Context: an optimization exercise on an open-source flow, tuned for small area. The choices shown serve that exercise and are no tape-out recipe.
No functional check of the RTL was part of any run shown here.

## flow/design.v (module list and top-level ports; edited modules follow where they fit)
// module cordic_sin_cos: 725 lines
module cordic_sin_cos (
    input clk, input rst_n,
    input signed [31:0] angle, input pre_vaild,
    output signed [31:0] sin, output signed [31:0] cos, output post_vaild);
  // ...
==> flow/flow/run.sh <==
#!/bin/bash
set -euo pipefail
export BUFFER_PORTS_ARGS="-buffer_cell sky130_fd_sc_hd__buf_1"
export CTS_ARGS="-sink_clustering_enable -repair_clock_nets -dont_use_dummy_load -buf_list sky130_fd_sc_hd__clkbuf_8 -sink_clustering_size 20 -sink_clustering_max_diameter 65"
bash standard.sh > standard.log 2>&1
==> flow/standard.sh <==
#!/bin/bash
# synth_recipe.tcl (not shown) runs the flow's synth.tcl, then flattens the netlist and writes it again
# the make line also repeats each setting of config.mk as NAME=value (left out here)
make -C /OpenROAD-flow-scripts/flow DESIGN_CONFIG=/design/flow/config.mk WORK_HOME=/design/flow/orfs CLKGATE_MAP_FILE= SYNTH_SCRIPT=/design/flow/synth_recipe.tcl "${@:-finish}"
==> flow/config.mk <==
export PLATFORM = sky130hd
export DESIGN_NAME = cordic_sin_cos
export DESIGN_NICKNAME = cordic_sin_cos
export VERILOG_FILES = /design/flow/design.v
export SDC_FILE = /design/flow/constraint.sdc
export NUM_CORES = 4
export LEC_CHECK = 0
export CAP_MARGIN = 20
export CORE_MARGIN = 2
export CORE_UTILIZATION = 40
export SLEW_MARGIN = 20
==> flow/constraint.sdc <==
create_clock -name core_clock -period 6.0 [get_ports {clk}]
set_input_delay 1.2000 -clock core_clock [delete_from_list [all_inputs] [get_ports {clk}]]
set_output_delay 1.2000 -clock core_clock [all_outputs]
set_load 0.01 [all_outputs]
==> impl_results.md, run 1 <==
* Worst flop-to-flop path startpoint: d9_q4
* Non-clock buffers at 188
* WL final at roughly 65000 um
* Synth-to-layout area growth at 7.303%
* Worst setup margin at about 0.39 ns
* Worst setup slack after placement at 0.08077 ns
* Number of global-route vias before repair at 20920
* Clkbuf count at 24
* HPWL Detailed at between 50000 and 60000 um
* Share of synthesized area spent on multiplexers at 1.694%
* Worst R2R End: y11_q5[16]
* CTS Buf Count at 24
* Final instance area at approximately 27000 um^2
* Met1 demand-to-capacity share in global routing at 25.71%
* First-pass DRT Iterations at 8
* Layer with the highest usage: met2
* Detailed router's first-iteration violation count at 1802
* Source-to-sink clock delay at the later pin of the worst-skew pair at between 0.6 and 0.7 ns
* Maximum Capacitance Violations at 0
* Result of the run: complete, no violations
* Area share of buffers outside the clock network at 3.934%
* Number of cells on the critical path at 27
* Overall via count from detail_route at 22370
* Worst setup path endpoint: y11_q5[16]
* Ranking of synthesized cells by area: sky130_fd_sc_hd__dfxtp_1 (20%), sky130_fd_sc_hd__xnor2_1 (15%), sky130_fd_sc_hd__ha_1 (9.0%)
==> run 2: changes to the inputs <==
--- a/flow/design.v
+++ b/flow/design.v
@@ -20,85 +20,84 @@
 assign cm2[1] = hs1 >= 21'sd27203;
 wire d2 = cm2[{d1}];
 wire [3:0] cm3;
 assign cm3[0] = hs1 >= -21'sd41576;
 assign cm3[1] = hs1 >= 21'sd12830;
 assign cm3[2] = hs1 >= -21'sd12830;
 assign cm3[3] = hs1 >= 21'sd41576;
 wire d3 = cm3[{d2,d1}];
-wire [7:0] cm4;
-assign cm4[0] = hs1 >= -21'sd48872;
-assign cm4[1] = hs1 >= 21'sd5534;
-assign cm4[2] = hs1 >= -21'sd20126;
-assign cm4[3] = hs1 >= 21'sd34280;
-assign cm4[4] = hs1 >= -21'sd34280;
-assign cm4[5] = hs1 >= 21'sd20126;
-assign cm4[6] = hs1 >= -21'sd5534;
-assign cm4[7] = hs1 >= 21'sd48872;
-wire d4 = cm4[{d3,d2,d1}];
-wire [3:0] ts5 = {d4,d3,d2,d1};
-wire [12:0] t5 = (ts5 == 4'd0) ? 13'd3382 : (ts5 == 4'd1) ? 13'd6320 : (ts5 == 4'd2) ? 13'd7404 : (ts5 == 4'd3) ? 13'd2150 : (ts5 == 4'd4) ? 13'd5174 : (ts5 == 4'd5) ? 13'd8112 : (ts5 == 4'd6) ? 13'd1004 : (ts5 == 4'd7) ? 13'd3942 : (ts5 == 4'd8) ? 13'd4250 : (ts5 == 4'd9) ? 13'd7188 : (ts5 == 4'd10) ? 13'd80 : (ts5 == 4'd11) ? 13'd3018 : (ts5 == 4'd12) ? 13'd6042 : (ts5 == 4'd13) ? 13'd788 : (ts5 == 4'd14) ? 13'd1872 : 13'd4810;
-wire [12:0] h5 = h1_q1[12:0] + t5;
-wire d5 = ~h5_q2[12];
-wire signed [16:0] hs5 = {{4{h5_q2[12]}}, h5_q2};
-wire [1:0] cm6;
-assign cm6[0] = hs5 >= -17'sd1833;
-assign cm6[1] = hs5 >= 17'sd1833;
-wire d6 = cm6[{d5}];
-wire [1:0] ts7 = {d6,d5};
-wire [10:0] t7 = (ts7 == 2'd0) ? 11'd702 : (ts7 == 2'd1) ? 11'd1132 : (ts7 == 2'd2) ? 11'd916 : 11'd1346;
-wire [10:0] h7 = h5_q2[10:0] + t7;
-wire d7 = ~h7[10];
-wire signed [14:0] hs7 = {{4{h7[10]}}, h7};
+wire [2:0] ts4 = {d3,d2,d1};
+wire [13:0] t4 = (ts4 == 3'd0) ? 14'd16104 : (ts4 == 3'd1) ? 14'd10850 : (ts4 == 3'd2) ? 14'd3742 : (ts4 == 3'd3) ? 14'd14872 : (ts4 == 3'd4) ? 14'd1512 : (ts4 == 3'd5) ? 14'd12642 : (ts4 == 3'd6) ? 14'd5534 : 14'd280;
+wire [13:0] h4 = h1_q1[13:0] + t4;
+wire d4 = ~h4[13];
+wire signed [17:0] hs4 = {{4{h4[13]}}, h4};
+wire [1:0] cm5;
+assign cm5[0] = hs4 >= -18'sd3662;
+assign cm5[1] = hs4 >= 18'sd3662;
+wire d5 = cm5[{d4}];
+wire [3:0] cm6;
+assign cm6[0] = hs4 >= -18'sd5495;
+assign cm6[1] = hs4 >= 18'sd1829;
+assign cm6[2] = hs4 >= -18'sd1829;
+assign cm6[3] = hs4 >= 18'sd5495;
+wire d6 = cm6[{d5,d4}];
+wire [2:0] ts7 = {d6,d5,d4};
+wire [10:0] t7 = (ts7 == 3'd0) ? 11'd268 : (ts7 == 3'd1) ? 11'd1136 : (ts7 == 3'd2) ? 11'd698 : (ts7 == 3'd3) ? 11'd1566 : (ts7 == 3'd4) ? 11'd482 : (ts7 == 3'd5) ? 11'd1350 : (ts7 == 3'd6) ? 11'd912 : 11'd1780;
+wire [10:0] h7 = h4[10:0] + t7;
+wire d7 = ~h7_q2[10];
+wire signed [14:0] hs7 = {{4{h7_q2[10]}}, h7_q2};
 wire [1:0] cm8;
 assign cm8[0] = hs7 >= -15'sd458;
 assign cm8[1] = hs7 >= 15'sd458;
 wire d8 = cm8[{d7}];
-wire [1:0] ts9 = {d8,d7};
-wire [8:0] t9 = (ts9 == 2'd0) ? 9'd175 : (ts9 == 2'd1) ? 9'd283 : (ts9 == 2'd2) ? 9'd229 : 9'd337;
-wire [8:0] h9 = h7[8:0] + t9;
-wire d9 = ~h9_q3[8];
-wire signed [12:0] hs9 = {{4{h9_q3[8]}}, h9_q3};
-wire [1:0] cm10;
-assign cm10[0] = hs9 >= -13'sd115;
-assign cm10[1] = hs9 >= 13'sd115;
-wire d10 = cm10[{d9}];
-wire [1:0] ts11 = {d10,d9};
-wire [6:0] t11 = (ts11 == 2'd0) ? 7'd44 : (ts11 == 2'd1) ? 7'd70 : (ts11 == 2'd2) ? 7'd58 : 7'd84;
-wire [6:0] h11 = h9_q3[6:0] + t11;
-wire d11 = ~h11[6];
-wire signed [10:0] hs11 = {{4{h11[6]}}, h11};
-wire [1:0] cm12;
-assign cm12[0] = hs11 >= -11'sd29;
-assign cm12[1] = hs11 >= 11'sd29;
-wire d12 = cm12[{d11}];
-wire [1:0] ts13 = {d12,d11};
-wire [4:0] t13 = (ts13 == 2'd0) ? 5'd11 : (ts13 == 2'd1) ? 5'd17 : (ts13 == 2'd2) ? 5'd15 : 5'd21;
-wire [4:0] h13 = h11[4:0] + t13;
-wire d13 = ~h13[4];
-wire signed [8:0] hs13 = {{4{h13[4]}}, h13};
+wire [3:0] cm9;
+assign cm9[0] = hs7 >= -15'sd687;
+assign cm9[1] = hs7 >= 15'sd229;
+assign cm9[2] = hs7 >= -15'sd229;
+assign cm9[3] = hs7 >= 15'sd687;
+wire d9 = cm9[{d8,d7}];
+wire [2:0] ts10 = {d9,d8,d7};
+wire [7:0] t10 = (ts10 == 3'd0) ? 8'd34 : (ts10 == 3'd1) ? 8'd142 : (ts10 == 3'd2) ? 8'd88 : (ts10 == 3'd3) ? 8'd196 : (ts10 == 3'd4) ? 8'd60 : (ts10 == 3'd5) ? 8'd168 : (ts10 == 3'd6) ? 8'd114 : 8'd222;
+wire [7:0] h10 = h7_q2[7:0] + t10;
+wire d10 = ~h10[7];
+wire signed [11:0] hs10 = {{4{h10[7]}}, h10};
+wire [1:0] cm11;
+assign cm11[0] = hs10 >= -12'sd57;
+assign cm11[1] = hs10 >= 12'sd57;
+wire d11 = cm11[{d10}];
+wire [3:0] cm12;
+assign cm12[0] = hs10 >= -12'sd86;
+assign cm12[1] = hs10 >= 12'sd28;
+assign cm12[2] = hs10 >= -12'sd28;
+assign cm12[3] = hs10 >= 12'sd86;
+wire d12 = cm12[{d11,d10}];
+wire [2:0] ts13 = {d12,d11,d10};
+wire [4:0] t13 = (ts13 == 3'd0) ? 5'd4 : (ts13 == 3'd1) ? 5'd18 : (ts13 == 3'd2) ? 5'd10 : (ts13 == 3'd3) ? 5'd24 : (ts13 == 3'd4) ? 5'd8 : (ts13 == 3'd5) ? 5'd22 : (ts13 == 3'd6) ? 5'd14 : 5'd28;
+wire [4:0] h13 = h10[4:0] + t13;
+wire d13 = ~h13_q3[4];
+wire signed [8:0] hs13 = {{4{h13_q3[4]}}, h13_q3};
 wire [1:0] cm14;
 assign cm14[0] = hs13 >= -9'sd7;
 assign cm14[1] = hs13 >= 9'sd7;
 wire d14 = cm14[{d13}];
 wire [3:0] cm15;
 assign cm15[0] = hs13 >= -9'sd11;
 assign cm15[1] = hs13 >= 9'sd3;
 assign cm15[2] = hs13 >= -9'sd3;
 assign cm15[3] = hs13 >= 9'sd11;
 wire d15 = cm15[{d14,d13}];
-wire [5:0] rs6 = {d5,d4_q2,d3_q2,d2_q2,d1_q2,d0_q2};
+wire [5:0] rs6 = {d5_q2,d4_q2,d3_q2,d2_q2,d1_q2,d0_q2};
 wire [16:0] x6 = (rs6 == 6'd0) ? 17'd121846 : (rs6 == 6'd1) ? 17'd64869 : (rs6 == 6'd2) ? 17'd46361 : (rs6 == 6'd3) ? 17'd46301 : (rs6 == 6'd4) ? 17'd22389 : (rs6 == 6'd5) ? 17'd61579 : (rs6 == 6'd6) ? 17'd62696 : (rs6 == 6'd7) ? 17'd19035 : (rs6 == 6'd8) ? 17'd7028 : (rs6 == 6'd9) ? 17'd65146 : (rs6 == 6'd10) ? 17'd56333 : (rs6 == 6'd11) ? 17'd33464 : (rs6 == 6'd12) ? 17'd36858 : (rs6 == 6'd13) ? 17'd54174 : (rs6 == 6'd14) ? 17'd65454 : (rs6 == 6'd15) ? 17'd3018 : (rs6 == 6'd16) ? 17'd129996 : (rs6 == 6'd17) ? 17'd65514 : (rs6 == 6'd18) ? 17'd51766 : (rs6 == 6'd19) ? 17'd40168 : (rs6 == 6'd20) ? 17'd29882 : (rs6 == 6'd21) ? 17'd58313 : (rs6 == 6'd22) ? 17'd64581 : (rs6 == 6'd23) ? 17'd11082 : (rs6 == 6'd24) ? 17'd15085 : (rs6 == 6'd25) ? 17'd63764 : (rs6 == 6'd26) ? 17'd60061 : (rs6 == 6'd27) ? 17'd26189 : (rs6 == 6'd28) ? 17'd43317 : (rs6 == 6'd29) ? 17'd49165 : (rs6 == 6'd30) ? 17'd65321 : (rs6 == 6'd31) ? 17'd125918 : (rs6 == 6'd32) ? 17'd125916 : (rs6 == 6'd33) ? 17'd65319 : (rs6 == 6'd34) ? 17'd49163 : (rs6 == 6'd35) ? 17'd43317 : (rs6 == 6'd36) ? 17'd26191 : (rs6 == 6'd37) ? 17'd60061 : (rs6 == 6'd38) ? 17'd63764 : (rs6 == 6'd39) ? 17'd15085 : (rs6 == 6'd40) ? 17'd11082 : (rs6 == 6'd41) ? 17'd64580 : (rs6 == 6'd42) ? 17'd58313 : (rs6 == 6'd43) ? 17'd29882 : (rs6 == 6'd44) ? 17'd40170 : (rs6 == 6'd45) ? 17'd51768 : (rs6 == 6'd46) ? 17'd65516 : (rs6 == 6'd47) ? 17'd129998 : (rs6 == 6'd48) ? 17'd3018 : (rs6 == 6'd49) ? 17'd65454 : (rs6 == 6'd50) ? 17'd54174 : (rs6 == 6'd51) ? 17'd36858 : (rs6 == 6'd52) ? 17'd33466 : (rs6 == 6'd53) ? 17'd56335 : (rs6 == 6'd54) ? 17'd65147 : (rs6 == 6'd55) ? 17'd7030 : (rs6 == 6'd56) ? 17'd19037 : (rs6 == 6'd57) ? 17'd62698 : (rs6 == 6'd58) ? 17'd61581 : (rs6 == 6'd59) ? 17'd22389 : (rs6 == 6'd60) ? 17'd46303 : (rs6 == 6'd61) ? 17'd46365 : (rs6 == 6'd62) ? 17'd64873 : 17'd121850;
 wire [16:0] yt6 = (rs6 == 6'd0) ? 17'd66203 : (rs6 == 6'd1) ? 17'd121850 : (rs6 == 6'd2) ? 17'd84773 : (rs6 == 6'd3) ? 17'd46365 : (rs6 == 6'd4) ? 17'd69493 : (rs6 == 6'd5) ? 17'd22389 : (rs6 == 6'd6) ? 17'd112037 : (rs6 == 6'd7) ? 17'd62698 : (rs6 == 6'd8) ? 17'd65927 : (rs6 == 6'd9) ? 17'd7030 : (rs6 == 6'd10) ? 17'd97607 : (rs6 == 6'd11) ? 17'd56335 : (rs6 == 6'd12) ? 17'd76898 : (rs6 == 6'd13) ? 17'd36858 : (rs6 == 6'd14) ? 17'd128054 : (rs6 == 6'd15) ? 17'd65454 : (rs6 == 6'd16) ? 17'd65558 : (rs6 == 6'd17) ? 17'd129998 : (rs6 == 6'd18) ? 17'd90904 : (rs6 == 6'd19) ? 17'd51768 : (rs6 == 6'd20) ? 17'd72759 : (rs6 == 6'd21) ? 17'd29882 : (rs6 == 6'd22) ? 17'd119989 : (rs6 == 6'd23) ? 17'd64580 : (rs6 == 6'd24) ? 17'd67308 : (rs6 == 6'd25) ? 17'd15085 : (rs6 == 6'd26) ? 17'd104882 : (rs6 == 6'd27) ? 17'd60061 : (rs6 == 6'd28) ? 17'd81907 : (rs6 == 6'd29) ? 17'd43317 : (rs6 == 6'd30) ? 17'd5154 : (rs6 == 6'd31) ? 17'd65319 : (rs6 == 6'd32) ? 17'd65753 : (rs6 == 6'd33) ? 17'd125918 : (rs6 == 6'd34) ? 17'd87757 : (rs6 == 6'd35) ? 17'd49165 : (rs6 == 6'd36) ? 17'd71011 : (rs6 == 6'd37) ? 17'd26189 : (rs6 == 6'd38) ? 17'd115987 : (rs6 == 6'd39) ? 17'd63764 : (rs6 == 6'd40) ? 17'd66491 : (rs6 == 6'd41) ? 17'd11082 : (rs6 == 6'd42) ? 17'd101189 : (rs6 == 6'd43) ? 17'd58313 : (rs6 == 6'd44) ? 17'd79304 : (rs6 == 6'd45) ? 17'd40168 : (rs6 == 6'd46) ? 17'd1074 : (rs6 == 6'd47) ? 17'd65514 : (rs6 == 6'd48) ? 17'd65618 : (rs6 == 6'd49) ? 17'd3018 : (rs6 == 6'd50) ? 17'd94214 : (rs6 == 6'd51) ? 17'd54174 : (rs6 == 6'd52) ? 17'd74737 : (rs6 == 6'd53) ? 17'd33464 : (rs6 == 6'd54) ? 17'd124043 : (rs6 == 6'd55) ? 17'd65146 : (rs6 == 6'd56) ? 17'd68374 : (rs6 == 6'd57) ? 17'd19035 : (rs6 == 6'd58) ? 17'd108682 : (rs6 == 6'd59) ? 17'd61579 : (rs6 == 6'd60) ? 17'd84707 : (rs6 == 6'd61) ? 17'd46301 : (rs6 == 6'd62) ? 17'd9222 : 17'd64869;
-wire [16:0] y6 = yt6 ^ {17{~d6}};
+wire [16:0] y6 = yt6 ^ {17{~d6_q2}};
 wire [17:0] x7_c;
 wire [16:0] x7;
-assign x7_c[0] = d6;
-wire [11:0] x7_l = {1'b0, x6[10], x6[9], x6[8], x6[7], x6[6], x6[5], x6[4], x6[3], x6[2], x6[1], x6[0]} + {1'b0, ~y6[16], ~y6[15], ~y6[14], ~y6[13], ~y6[12], ~y6[11], ~y6[10], ~y6[9], ~y6[8], ~y6[7], ~y6[6]} + d6;
+assign x7_c[0] = d6_q2;
+wire [11:0] x7_l = {1'b0, x6[10], x6[9], x6[8], x6[7], x6[6], x6[5], x6[4], x6[3], x6[2], x6[1], x6[0]} + {1'b0, ~y6[16], ~y6[15], ~y6[14], ~y6[13], ~y6[12], ~y6[11], ~y6[10], ~y6[9], ~y6[8], ~y6[7], ~y6[6]} + d6_q2;
 assign x7[10:0] = x7_l[10:0];
 assign x7_c[11] = x7_l[11];
 wire x7_t = ~y6[16];
 assign x7[11] = x6[11] ^ x7_t ^ x7_c[11];
 wire x7_lc12 = x7_t ? (x6[11] | x7_c[11]) : (x6[11] & x7_c[11]);
 assign x7[12] = x6[12] ^ x7_t ^ x7_lc12;
 wire x7_lc13 = x7_t ? (x6[12] | x7_lc12) : (x6[12] & x7_lc12);
 assign x7[13] = x6[13] ^ x7_t ^ x7_lc13;
@@ -123,17 +122,17 @@
 assign yh7[13] = y6[13] ^ yh7_t ^ yh7_lc13;
 wire yh7_lc14 = yh7_t ? (y6[13] | yh7_lc13) : (y6[13] & yh7_lc13);
 assign yh7[14] = y6[14] ^ yh7_t ^ yh7_lc14;
 assign yh7_c[15] = yh7_t ? ((y6[11] | y6[12] | y6[13] | y6[14]) | yh7_c[11]) : ((y6[11] & y6[12] & y6[13] & y6[14]) & yh7_c[11]);
 assign yh7[15] = y6[15] ^ yh7_t ^ yh7_c[15];
 wire yh7_lc16 = yh7_t ? (y6[15] | yh7_c[15]) : (y6[15] & yh7_c[15]);
 assign yh7[16] = y6[16] ^ yh7_t ^ yh7_lc16;
 assign yh7_c[17] = yh7_t ? ((y6[15] | y6[16]) | yh7_c[15]) : ((y6[15] & y6[16]) & yh7_c[15]);
-wire f6 = d6 ^ d7;
+wire f6 = d6_q2 ^ d7;
 wire [16:0] y7 = yh7 ^ {17{f6}};
 wire [17:0] x8_c;
 wire [16:0] x8;
 assign x8_c[0] = d7_q3;
 wire [10:0] x8_l = {1'b0, x7_q3[9], x7_q3[8], x7_q3[7], x7_q3[6], x7_q3[5], x7_q3[4], x7_q3[3], x7_q3[2], x7_q3[1], x7_q3[0]} + {1'b0, ~y7_q3[16], ~y7_q3[15], ~y7_q3[14], ~y7_q3[13], ~y7_q3[12], ~y7_q3[11], ~y7_q3[10], ~y7_q3[9], ~y7_q3[8], ~y7_q3[7]} + d7_q3;
 assign x8[9:0] = x8_l[9:0];
 assign x8_c[10] = x8_l[10];
 wire x8_t = ~y7_q3[16];
@@ -215,17 +214,17 @@
 assign yh9[13] = y8[13] ^ yh9_t ^ yh9_c[13];
 wire yh9_lc14 = yh9_t ? (y8[13] | yh9_c[13]) : (y8[13] & yh9_c[13]);
 assign yh9[14] = y8[14] ^ yh9_t ^ yh9_lc14;
 wire yh9_lc15 = yh9_t ? (y8[14] | yh9_lc14) : (y8[14] & yh9_lc14);
 assign yh9[15] = y8[15] ^ yh9_t ^ yh9_lc15;
 wire yh9_lc16 = yh9_t ? (y8[15] | yh9_lc15) : (y8[15] & yh9_lc15);
 assign yh9[16] = y8[16] ^ yh9_t ^ yh9_lc16;
 assign yh9_c[17] = yh9_t ? ((y8[13] | y8[14] | y8[15] | y8[16]) | yh9_c[13]) : ((y8[13] & y8[14] & y8[15] & y8[16]) & yh9_c[13]);
-wire f8 = d8_q3 ^ d9;
+wire f8 = d8_q3 ^ d9_q3;
 wire [16:0] y9 = yh9 ^ {17{f8}};
 wire [17:0] x10_c;
 wire [16:0] x10;
 assign x10_c[0] = d9_q4;
 wire [8:0] x10_l = {1'b0, x9_q4[7], x9_q4[6], x9_q4[5], x9_q4[4], x9_q4[3], x9_q4[2], x9_q4[1], x9_q4[0]} + {1'b0, ~y9_q4[16], ~y9_q4[15], ~y9_q4[14], ~y9_q4[13], ~y9_q4[12], ~y9_q4[11], ~y9_q4[10], ~y9_q4[9]} + d9_q4;
 assign x10[7:0] = x10_l[7:0];
 assign x10_c[8] = x10_l[8];
 wire x10_t = ~y9_q4[16];
@@ -607,75 +606,77 @@
 assign yh15[17] = y14[17] ^ yh15_t ^ yh15_lc17;
 assign yh15_c[18] = yh15_t ? ((y14[16] | y14[17]) | yh15_c[16]) : ((y14[16] & y14[17]) & yh15_c[16]);
 wire f14 = ~d14_q6;
 wire [17:0] y15 = yh15 ^ {18{f14}};
 wire [17:0] x15n = x15 ^ {18{s_q6}};
 wire signed [3:0] v15 = {y15_q7[17], y15_q7[17:15]};
 wire signed [3:0] e15 = d15_q7 ? v15 : -v15;
 wire signed [3:0] g15 = s_q7 ? (4'sd1 + e15) : -e15;
-wire [4:0] c16_l = {1'b0, x15n_q7[3:0]} + {1'b0, g15[3:0]};
-wire [13:0] c16_p = x15n_q7[17:4] + 14'd1;
-wire [13:0] c16_m = x15n_q7[17:4] - 14'd1;
-wire c16_inc = c16_l[4] & ~g15[3];
-wire c16_dec = ~c16_l[4] & g15[3];
-wire [17:0] c16 = {c16_inc ? c16_p : (c16_dec ? c16_m : x15n_q7[17:4]), c16_l[3:0]};
+wire [17:0] c16 = x15n_q7 + {{14{g15[3]}}, g15};
 wire [2:0] xt15 = x15n_q7[17:15] ^ {3{s_q7}};
 wire signed [3:0] u15 = {xt15[2], xt15};
 wire signed [3:0] w15 = d15_q7 ? u15 : -u15;
-wire [4:0] y16_l = {1'b0, y15_q7[3:0]} + {1'b0, w15[3:0]};
-wire [13:0] y16_p = y15_q7[17:4] + 14'd1;
-wire [13:0] y16_m = y15_q7[17:4] - 14'd1;
-wire y16_inc = y16_l[4] & ~w15[3];
-wire y16_dec = ~y16_l[4] & w15[3];
-wire [17:0] y16 = {y16_inc ? y16_p : (y16_dec ? y16_m : y15_q7[17:4]), y16_l[3:0]};
+wire [17:0] y16 = y15_q7 + {{14{w15[3]}}, w15};
 reg [16:0] h1_q1;
 always @(posedge clk) h1_q1 <= h1;
-reg [12:0] h5_q2;
-always @(posedge clk) h5_q2 <= h5;
-reg [8:0] h9_q3;
-always @(posedge clk) h9_q3 <= h9;
+reg [10:0] h7_q2;
+always @(posedge clk) h7_q2 <= h7;
+reg [4:0] h13_q3;
+always @(posedge clk) h13_q3 <= h13;
+reg d5_q2;
+always @(posedge clk) d5_q2 <= d5;
 reg d4_q2;
 always @(posedge clk) d4_q2 <= d4;
 reg d3_q2;
 always @(posedge clk) d3_q2 <= d3;
 reg d2_q2;
 always @(posedge clk) d2_q2 <= d2;
 reg d1_q2;
 always @(posedge clk) d1_q2 <= d1;
 reg d0_q1;
 always @(posedge clk) d0_q1 <= d0;
 reg d0_q2;
 always @(posedge clk) d0_q2 <= d0_q1;
+reg d6_q2;
+always @(posedge clk) d6_q2 <= d6;
 reg [16:0] x7_q3;
 always @(posedge clk) x7_q3 <= x7;
 reg [16:0] y7_q3;
 always @(posedge clk) y7_q3 <= y7;
 reg d7_q3;
 always @(posedge clk) d7_q3 <= d7;
 reg d8_q3;
 always @(posedge clk) d8_q3 <= d8;
+reg d9_q3;
+always @(posedge clk) d9_q3 <= d9;
 reg [16:0] x9_q4;
 always @(posedge clk) x9_q4 <= x9;
 reg [16:0] y9_q4;
 always @(posedge clk) y9_q4 <= y9;
 reg d9_q4;
-always @(posedge clk) d9_q4 <= d9;
+always @(posedge clk) d9_q4 <= d9_q3;
+reg d10_q3;
+always @(posedge clk) d10_q3 <= d10;
 reg d10_q4;
-always @(posedge clk) d10_q4 <= d10;
+always @(posedge clk) d10_q4 <= d10_q3;
+reg d11_q3;
+always @(posedge clk) d11_q3 <= d11;
 reg d11_q4;
-always @(posedge clk) d11_q4 <= d11;
+always @(posedge clk) d11_q4 <= d11_q3;
 reg [17:0] x11_q5;
 always @(posedge clk) x11_q5 <= x11;
 reg [17:0] y11_q5;
 always @(posedge clk) y11_q5 <= y11;
 reg d11_q5;
 always @(posedge clk) d11_q5 <= d11_q4;
+reg d12_q3;
+always @(posedge clk) d12_q3 <= d12;
 reg d12_q4;
-always @(posedge clk) d12_q4 <= d12;
+always @(posedge clk) d12_q4 <= d12_q3;
 reg d12_q5;
 always @(posedge clk) d12_q5 <= d12_q4;
 reg d13_q4;
 always @(posedge clk) d13_q4 <= d13;
 reg d13_q5;
 always @(posedge clk) d13_q5 <= d13_q4;
 reg [17:0] x13_q6;
 always @(posedge clk) x13_q6 <= x13;
==> flow/run.sh (new file) <==
#!/bin/bash
# synth_recipe.tcl (not shown) runs the flow's synth.tcl, then flattens the netlist and writes it again
# the make line also repeats each setting of config.mk as NAME=value (left out here)
make -C /OpenROAD-flow-scripts/flow DESIGN_CONFIG=/design/flow/config.mk WORK_HOME=/design/flow/orfs CLKGATE_MAP_FILE= SYNTH_SCRIPT=/design/flow/synth_recipe.tcl finish
==> flow/config.mk (replaced) <==
export PLATFORM = sky130hd
export DESIGN_NAME = cordic_sin_cos
export DESIGN_NICKNAME = cordic_sin_cos
export VERILOG_FILES = /design/flow/design.v
export SDC_FILE = /design/flow/constraint.sdc
export NUM_CORES = 4
export LEC_CHECK = 0
export CAP_MARGIN = 20
export CORE_MARGIN = 2
export CORE_UTILIZATION = 40
export CTS_BUF_LIST = sky130_fd_sc_hd__clkbuf_8
export CTS_CLUSTER_DIAMETER = 50
export CTS_CLUSTER_SIZE = 20
export SLEW_MARGIN = 20
removed: flow/flow/run.sh
removed: flow/standard.sh
==> impl_results.md, run 2 <==
* Result of the run: complete, no violations (unchanged)
* Source-to-sink clock delay at the later pin of the worst-skew pair at 0.60 ns (was 0.61 ns)
* Arrival time worst endpoint at 6.30 ns (was 6.06 ns)
* Wire length of the first global-routing pass at 104400 um (was 106200 um)
* Number of max-slew violations in the final report at 0 (unchanged)
* Biggest area consumer among synthesized cells: sky130_fd_sc_hd__dfxtp_1 (unchanged)
* HPWL Detailed at 50450 um (was 51170 um)
* Commonest cells in the netlist: sky130_fd_sc_hd__xnor2_1 (427), sky130_fd_sc_hd__dfxtp_1 (246), sky130_fd_sc_hd__nor2_1 (236) (was sky130_fd_sc_hd__xnor2_1 (436), sky130_fd_sc_hd__dfxtp_1 (246), sky130_fd_sc_hd__nor2_1 (243))
* Post-synthesis average cell area at 7.952 um^2 (was 7.909 um^2)
* Worst-path maximum fanout at 5 (was 6)
* Buffers added on ports at 92 (unchanged)
* Class of the most critical hold timing path: register to register (unchanged)
* Beginning of the worst hold path: d15_q6 (was s_q1)
* Gp weighted congestion at 0.9740 (was 0.9835)
* Count of pins on the block boundary at 100 (unchanged)
* Slack of the worst reg-to-reg path at 0.22 ns (was 0.39 ns)
* Detailed router's first-iteration violation count at 1667 (was 1802)
* Most numerous cell in the Yosys netlist: sky130_fd_sc_hd__xnor2_1 (unchanged)
* Multi-input gate area at 18720 um^2 (was 18880 um^2)
* Share of final-layout standard cells stronger than drive strength 1 at 12.10% (was 6.416%)
* Worst flop-to-flop path startpoint: h1_q1[1] (was d9_q4)
* Flip-flop and latch area at 5115 um^2 (was 5109 um^2)
* Die Width at 253.1 um (was 255.3 um)
* Startpoint Class: register (unchanged)
* Final period util at 96.31% (was 93.54%)
* Crit path capture type: register (unchanged)
* Ranking of synthesized cells by area: sky130_fd_sc_hd__dfxtp_1 (20%), sky130_fd_sc_hd__xnor2_1 (15%), sky130_fd_sc_hd__ha_1 (9.9%) (was sky130_fd_sc_hd__dfxtp_1 (20%), sky130_fd_sc_hd__xnor2_1 (15%), sky130_fd_sc_hd__ha_1 (9.0%))
* Data required, critical path at 6.52 ns (was 6.45 ns)
* Critical path class: register to register (unchanged)
* Worst path max stage delay at 0.34 ns (was 0.45 ns)
* Fraction of registers with async set or reset after synthesis at 2.767% (unchanged)
* Max H-tree Level at 2 (was 1)
* Capture endpoint of the worst hold path: d15_q7 (was s_q2)
* Antenna violations before repair at 1 (unchanged)
* Hold violation count in the final report at 0 (unchanged)
* Buffer type at the clock tree root: sky130_fd_sc_hd__clkbuf_8 (unchanged)
* Std-Cell Core Area at 61480 um^2 (was 62740 um^2)
* Clock sink count at 253 (unchanged)
* Maximum Capacitance Violations at 0 (unchanged)
* Net total in the final layout at 3581 (was 3500)
* Core Util, Final at 46.89% (was 43.20%)
* Reg2Reg Depth at 31 (was 27)
* CP max stage cell: sky130_fd_sc_hd__a2111oi_2 (was sky130_fd_sc_hd__fa_1)
* Antenna Nets Post-Route at 0 (unchanged)
* Net count after synthesis at 3391 (was 3449)
* Die Footprint at 64080 um^2 (was 65160 um^2)
* Number of global-route vias before repair at 21010 (was 20920)
* Commonest cells after routing, fill and taps aside: sky130_fd_sc_hd__xnor2_1 (420), sky130_fd_sc_hd__nor2_1 (236), sky130_fd_sc_hd__dfxtp_1 (236) (was sky130_fd_sc_hd__xnor2_1 (432), sky130_fd_sc_hd__nor2_1 (242), sky130_fd_sc_hd__dfxtp_1 (241))
* CTS clock-pin slew for the worst setup and hold paths at 0.08 ns (was 0.11 ns)
* Setup repair after global routing missed its margin: true
* Combined global-route utilization of all metal layers at 19.53% (was 19.66%)
* EDFF count, synth at 0 (unchanged)
* Worst rel slew slack at 30.07% (was 22.42%)
* Number of design rule violations left after detail routing at 0 (unchanged)
* Final hold slack at 0.3167 ns (was 0.2868 ns)
* Total standard cell area after synthesis at 24830 um^2 (was 25250 um^2)
* Achievable Freq at 0.1731 GHz (was 0.1782 GHz)
* Synthesized instance count at 3122 (was 3193)
* Pin count of the biggest net entering global routing at 85 (was 79)
* Die Height at 253.1 um (was 255.3 um)
* Yosys synthesis warning count at 1 (unchanged)
* Row count at 91 (was 92)
* Post-DR vias/cell at 5.429 (was 5.468)
* Overflow after GRT at 0 (unchanged)
* Transition at the pin with the smallest max-transition slack at 1.034 ns (was 1.134 ns)
* Portion of the post-synthesis area used by sequential elements at 20.54% (was 20.19%)
* Initial standard-cell utilization of the core at 40.38% (was 40.26%)
* Post-synthesis sequential element count at 253 (unchanged)
* Post-synth top area share at 19.84% (was 19.50%)
* Cell depth of the worst hold path at 0 (unchanged)
* First-pass DRT Iterations at 10 (was 8)
* Number of distinct library cells after synthesis at 91 (was 103)
* Worst R2R End: h7_q2[10] (was y11_q5[16])
* Leading cell type in the layout, fill and taps excluded: sky130_fd_sc_hd__xnor2_1 (unchanged)
* Overall via count from detail_route at 22420 (was 22370)
* Dominant register cell in the synthesized netlist: sky130_fd_sc_hd__dfxtp_1 (unchanged)
* Synth-to-layout area growth at 16.11% (was 7.303%)
* Layout filler cell count at 6146 (was 6462)
* CTS Buf Count at 35 (was 24)
* Routed len/inst at 15.52 um (was 15.91 um)
* WL final at 64090 um (was 65090 um)
* TritonCTS clock tree: yes (unchanged)
* Maximum clock skew at final layout at 0.02222 ns (was 0.05906 ns)
* Final period demand of the worst path at 5.779 ns (was 5.612 ns)
* Maximum buffer depth of the clock tree at 3 (unchanged)
* Total of endpoints with negative setup slack in the final report at 0 (unchanged)
## run 2: final cells by class
class	instances	share of cell area [%]
Timing Repair Buffer	301	8.763
Inverter	186	2.422
Sequential cell	253	17.74
Tap cell	790	3.429
Clock inverter	24	0.8203
Antenna cell	1	0.008681
Multi-Input combinational cell	2535	64.95
Clock buffer	39	1.862
## run 2: routing by layer
metal / global-route usage, % / share of wire, %
met1: 24.72 / 44
met2: 33.89 / 48
met3: 2.375 / 5.0
met4: 7.219 / 3.2
met5: 0 / 0
## run 2: cell families (layout without fill, tap and decap cells)
logic type | after synthesis | after routing | synth area share (%)
buffers and inverters | 334 | 550 | 5.523
XOR/XNOR | 572 | 572 | 20.26
flip-flops | 253 | 253 | 20.54
other | 0 | 1 | 0
multiplexers | 39 | 39 | 1.587
AO/OA/AOI/OAI | 849 | 849 | 22.19
adder cells (fa/ha/maj) | 235 | 235 | 12.98
AND/OR/NAND/NOR | 840 | 840 | 16.91
## run 2: what timing repair did
item	in CTS	in global routing
pin swaps	9	20
hold buffers	0	0
setup buffers	7	4
endpoints found under the setup margin	38	53
gates resized for setup	41	70
gates cloned	1	1
## run 2: how the worst max path moves through the flow
stage          cells after the start       start        end
6_report                          31    h1_q1[1]  h7_q2[10]
5_1_grt                           32    h1_q1[1]  h7_q2[10]
4_1_cts                           20  y15_q7[15]    cos[21]
3_5_place_dp                      30    h1_q1[1]  h7_q2[10]
3_3_place_gp                      30    h1_q1[1]  h7_q2[10]
2_1_floorplan                     31    h1_q1[1]  h7_q2[10]
## run 2: per-stage QoR
step	cell area (um^2)	setup WS [ns]	cells	TNS (ns)
final	28830	0.2215	4129	0
after global routing	28830	-0.1978	4129	-0.3112
after CTS	28550	0.008508	4123	0
after detailed placement	27640	-0.2642	4052	-0.3182
after global placement	27640	-0.2594	4052	-0.2740
after floorplan	24840	0.1532	3122	0
## run 2: worst max-delay path, delay by kind of cell (launching register included)
kind / cells / cell delay [ns]
fa+ha+maj: 2 / 0.47
flops: 1 / 0.32
xor+xnor: 2 / 0.34
compound gates: 18 / 3.18
buf+inv: 4 / 0.61
simple gates: 5 / 0.77
==> run 3: changes to the inputs <==
--- a/flow/config.mk
+++ b/flow/config.mk
@@ -9,6 +9,3 @@
 export CORE_MARGIN = 2
 export CORE_UTILIZATION = 40
-export CTS_BUF_LIST = sky130_fd_sc_hd__clkbuf_8
-export CTS_CLUSTER_DIAMETER = 50
-export CTS_CLUSTER_SIZE = 20
 export SLEW_MARGIN = 20
==> impl_results.md, run 3 <==
* Net total in the final layout at 3577 (was 3581)
* Total of endpoints with negative setup slack in the final report at 0 (unchanged)
* Final period util at 95.80% (was 96.31%)
* Reg2Reg Depth at 31 (unchanged)
* Die Height at 253.1 um (unchanged)
* Share of synthesized area spent on multiplexers at 1.587% (unchanged)
* Worst R2R End: h7_q2[10] (unchanged)
* Clock sink count at 253 (unchanged)
* Diodes inserted at 0 (was 1)
* Maximum buffer depth of the clock tree at 3 (unchanged)
* Setup repair after global routing missed its margin: true (unchanged)
* TNS Setup at 0 ns (unchanged)
* Row count at 91 (unchanged)
* Post-synthesis average cell area at 7.952 um^2 (unchanged)
* Share of final-layout standard cells stronger than drive strength 1 at 11.64% (was 12.10%)
* CTS clock-pin slew for the worst setup and hold paths at 0.06 ns (was 0.08 ns)
* Yosys synthesis warning count at 1 (unchanged)
* Overall via count from detail_route at 22390 (was 22420)
* Crit path capture type: output pin (was register)
* Maximum clock skew at final layout at 0.01304 ns (was 0.02222 ns)
* Count of pins on the block boundary at 100 (unchanged)
* Number of max-slew violations in the final report at 0 (unchanged)
* Post-synth top area share at 19.84% (unchanged)
* Max H-tree Level at 1 (was 2)
* Met2 capacity usage during global routing at 34.16% (was 33.89%)
* Worst rel slew slack at 29.84% (was 30.07%)
* Routed len/inst at 15.62 um (was 15.52 um)
* Arithmetic-cell share of the synthesized area counting full adders, half adders and majority gates at 12.98% (unchanged)
* Final hold slack at 0.3204 ns (was 0.3167 ns)
* Data required, critical path at 4.80 ns (was 6.52 ns)
* EDFF count, synth at 0 (unchanged)
* Net count after synthesis at 3391 (unchanged)
* Pin count of the biggest net entering global routing at 85 (unchanged)
* Combinational family with the most area after synthesis: compound AO/OA/AOI/OAI gates (unchanged)
* Critical path class: register to output pin (was register to register)
* Basic-gate share of the synthesized area counting and, or, nand and nor cells at 16.91% (unchanged)
* Number of global-route vias before repair at 21010 (about the same)
* Beginning of the worst hold path: d15_q6 (unchanged)
* Worst setup margin at 0.2523 ns (was 0.2215 ns)
* Result of the run: complete, no violations (unchanged)
* Ranking of synthesized cells by area: sky130_fd_sc_hd__dfxtp_1 (20%), sky130_fd_sc_hd__xnor2_1 (15%), sky130_fd_sc_hd__ha_1 (9.9%) (unchanged)
* Worst flop-to-flop path startpoint: h1_q1[8] (was h1_q1[1])
* Slack of the worst reg-to-reg path at 0.27 ns (was 0.22 ns)
* First-pass DRT Iterations at 8 (was 10)
* Initial standard-cell utilization of the core at 40.38% (unchanged)
* Overflow after GRT at 0 (unchanged)
* Die Footprint at 64080 um^2 (unchanged)
* Transition at the pin with the smallest max-transition slack at 1.038 ns (was 1.034 ns)
* WL final at 64400 um (was 64090 um)
* TritonCTS clock tree: yes (unchanged)
* Combined global-route utilization of all metal layers at 19.49% (was 19.53%)
* Buffers added on ports at 92 (unchanged)
* Portion of the post-synthesis area used by sequential elements at 20.54% (unchanged)
* Cell depth of the worst hold path at 0 (unchanged)
* Buffer type at the clock tree root: sky130_fd_sc_hd__clkbuf_16 (was sky130_fd_sc_hd__clkbuf_8)
* Commonest cells after routing, fill and taps aside: sky130_fd_sc_hd__xnor2_1 (420), sky130_fd_sc_hd__dfxtp_1 (238), sky130_fd_sc_hd__nor2_1 (236) (was sky130_fd_sc_hd__xnor2_1 (420), sky130_fd_sc_hd__nor2_1 (236), sky130_fd_sc_hd__dfxtp_1 (236))
* Startpoint Class: register (unchanged)
* Detailed router's first-iteration violation count at 1628 (was 1667)
* Xor and xnor fraction of the mapped netlist area at 20.26% (unchanged)
* Met1 demand-to-capacity share in global routing at 24.84% (was 24.72%)
* Leading cell type in the layout, fill and taps excluded: sky130_fd_sc_hd__xnor2_1 (unchanged)
* Most numerous cell in the Yosys netlist: sky130_fd_sc_hd__xnor2_1 (unchanged)
* Antenna Nets Post-Route at 0 (unchanged)
* Maximum Capacitance Violations at 0 (unchanged)
* Total standard cell area after synthesis at 24830 um^2 (unchanged)
* Layer with the highest usage: met2 (unchanged)
* Synth-to-layout area growth at 17.22% (was 16.11%)
* Number of design rule violations left after detail routing at 0 (unchanged)
* Global routing usage on met3 at 2.323% (was 2.375%)
* CTS Buf Count at 31 (was 35)
* Hold violation count in the final report at 0 (unchanged)
* Synthesized instance count at 3122 (unchanged)
* Arrival time worst endpoint at 4.55 ns (was 6.30 ns)
* Capture endpoint of the worst hold path: d15_q7 (unchanged)
* Biggest area consumer among synthesized cells: sky130_fd_sc_hd__dfxtp_1 (unchanged)
* Worst-path maximum fanout at 7 (was 5)
* Post-synthesis sequential element count at 253 (unchanged)
* Final period demand of the worst path at 5.748 ns (was 5.779 ns)
* Antenna violations before repair at 0 (was 1)
* Fraction of registers with async set or reset after synthesis at 2.767% (unchanged)
* Compound-gate portion of the synthesized area at 22.19% (unchanged)
* Dominant register cell in the synthesized netlist: sky130_fd_sc_hd__dfxtp_1 (unchanged)
* Source-to-sink clock delay at the later pin of the worst-skew pair at 0.58 ns (was 0.60 ns)
* Die Width at 253.1 um (unchanged)
* Class of the most critical hold timing path: register to register (unchanged)
* Wire length of the first global-routing pass at 104800 um (was 104400 um)
* Worst setup slack after placement at -0.2642 ns (unchanged)
* Post-DR vias/cell at 5.432 (was 5.429)
* Number of distinct library cells after synthesis at 91 (unchanged)
* Achievable Freq at 0.1740 GHz (was 0.1731 GHz)
* HPWL Detailed at 50450 um (unchanged)
* Commonest cells in the netlist: sky130_fd_sc_hd__xnor2_1 (427), sky130_fd_sc_hd__dfxtp_1 (246), sky130_fd_sc_hd__nor2_1 (236) (unchanged)
* Std-Cell Core Area at 61480 um^2 (unchanged)
* Gp weighted congestion at 0.9740 (unchanged)
-- run 3: worst max path at each step --
stage                     slack [ns]  cells past startpoint  startpoint         to
after floorplan                 0.15                     31    h1_q1[1]  h7_q2[10]
after global placement         -0.26                     30    h1_q1[1]  h7_q2[10]
after detailed placement       -0.26                     30    h1_q1[1]  h7_q2[10]
after CTS                      0.006                     34    h1_q1[1]  h7_q2[10]
after global routing           -0.15                     30    h1_q1[1]  h7_q2[10]
final                           0.25                     18        s_q7    sin[29]
-- run 3: stage by stage --
| stage | cells | cell area [um^2] | util [%] |
|---|---|---|---|
| global route | 4122 | 29100 | 47.33 |
| CTS | 4115 | 28850 | 46.91 |
| finish | 4122 | 29100 | 47.33 |
| detailed placement | 4052 | 27640 | 44.95 |
| global placement | 4052 | 27640 | 44.95 |
| floorplan | 3122 | 24840 | - |
-- run 3: logic make-up after synthesis --
logic type	Yosys count
xor gates and xnor gates	572
muxes	39
AOI/OAI and AO/OA	849
and+or+nand+nor	840
adders and majority gates	235
DFF	253
buffers and inverters	334
-- run 3: final cells by class --
class | count | area [um^2]
fillers | 6091 | 32380
multi-input cells | 2535 | 18690
flip-flops and latches | 253 | 5112
repair buffers | 301 | 2520
well taps | 790 | 988.4
clock buffers | 38 | 832.0
inverters | 186 | 698.2
clock inverters | 19 | 266.5
-- run 3: worst max-delay path, stage by stage, from the launching register on --
cell and delay (ns):
sky130_fd_sc_hd__dfxtp_2 0.34, sky130_fd_sc_hd__xnor2_1 0.28, sky130_fd_sc_hd__ha_1 0.29, sky130_fd_sc_hd__nor2_1 0.12, sky130_fd_sc_hd__a21oi_2 0.06, sky130_fd_sc_hd__ha_1 0.29
sky130_fd_sc_hd__a21o_1 0.16, sky130_fd_sc_hd__a21oi_2 0.18, sky130_fd_sc_hd__o21bai_1 0.11, sky130_fd_sc_hd__a21oi_2 0.21, sky130_fd_sc_hd__o21ai_2 0.12, sky130_fd_sc_hd__a41oi_2 0.23
sky130_fd_sc_hd__a21oi_1 0.13, sky130_fd_sc_hd__nor2b_1 0.16, sky130_fd_sc_hd__nor3b_2 0.21, sky130_fd_sc_hd__a21oi_1 0.11, sky130_fd_sc_hd__xnor2_1 0.22, sky130_fd_sc_hd__buf_2 0.21
sky130_fd_sc_hd__clkdlybuf4s50_1 0.55
-- run 3: timing repair --
action                     CTS  global route
setup buffers                5             6
setup endpoints to repair   37            52
gates cloned                 1             1
gates resized for setup     36            63
hold buffers                 0             0
pin swaps                    6            13
-- run 3: routing by layer --
layer  wire [um]  up-vias
li1            -    11390
met1       28520    10260
met2       30550      585
met3        3237      150
met4        2091        0
met5           0        -

[afterwards: timing with drivers on the ports]
No port has a modelled driver above. Below, the same layouts with a new extraction and two added sets of constraints. Step 1 assumes that a clkbuf_16 drives the clock port and a buf_2 every other input. Step 2 also shifts input and output timing later by t, the mid clock arrival at the registers, as if the neighbouring blocks saw the same clock. a / b / c = ideal / step 1 / step 2; a / b = the first two.
| run | t (ns) | setup slack, ns | worst hold slack (ns) | clock arrival spread, ns | cell pins on the clock port's net |
|---|---|---|---|---|---|
| run 1 | 0.643 | 0.388 / 0.388 / 0.388 | 0.287 / 0.287 / 0.287 | 0.060 / 0.059 | 1 |
| run 2 | 0.641 | 0.221 / 0.221 / 0.221 | 0.317 / 0.317 / 0.317 | 0.032 / 0.032 | 1 |
| run 3 | 0.627 | 0.252 / 0.196 / 0.265 | 0.320 / 0.320 / 0.320 | 0.015 / 0.015 | 1 |
After both steps setup and hold are still met in every run listed.
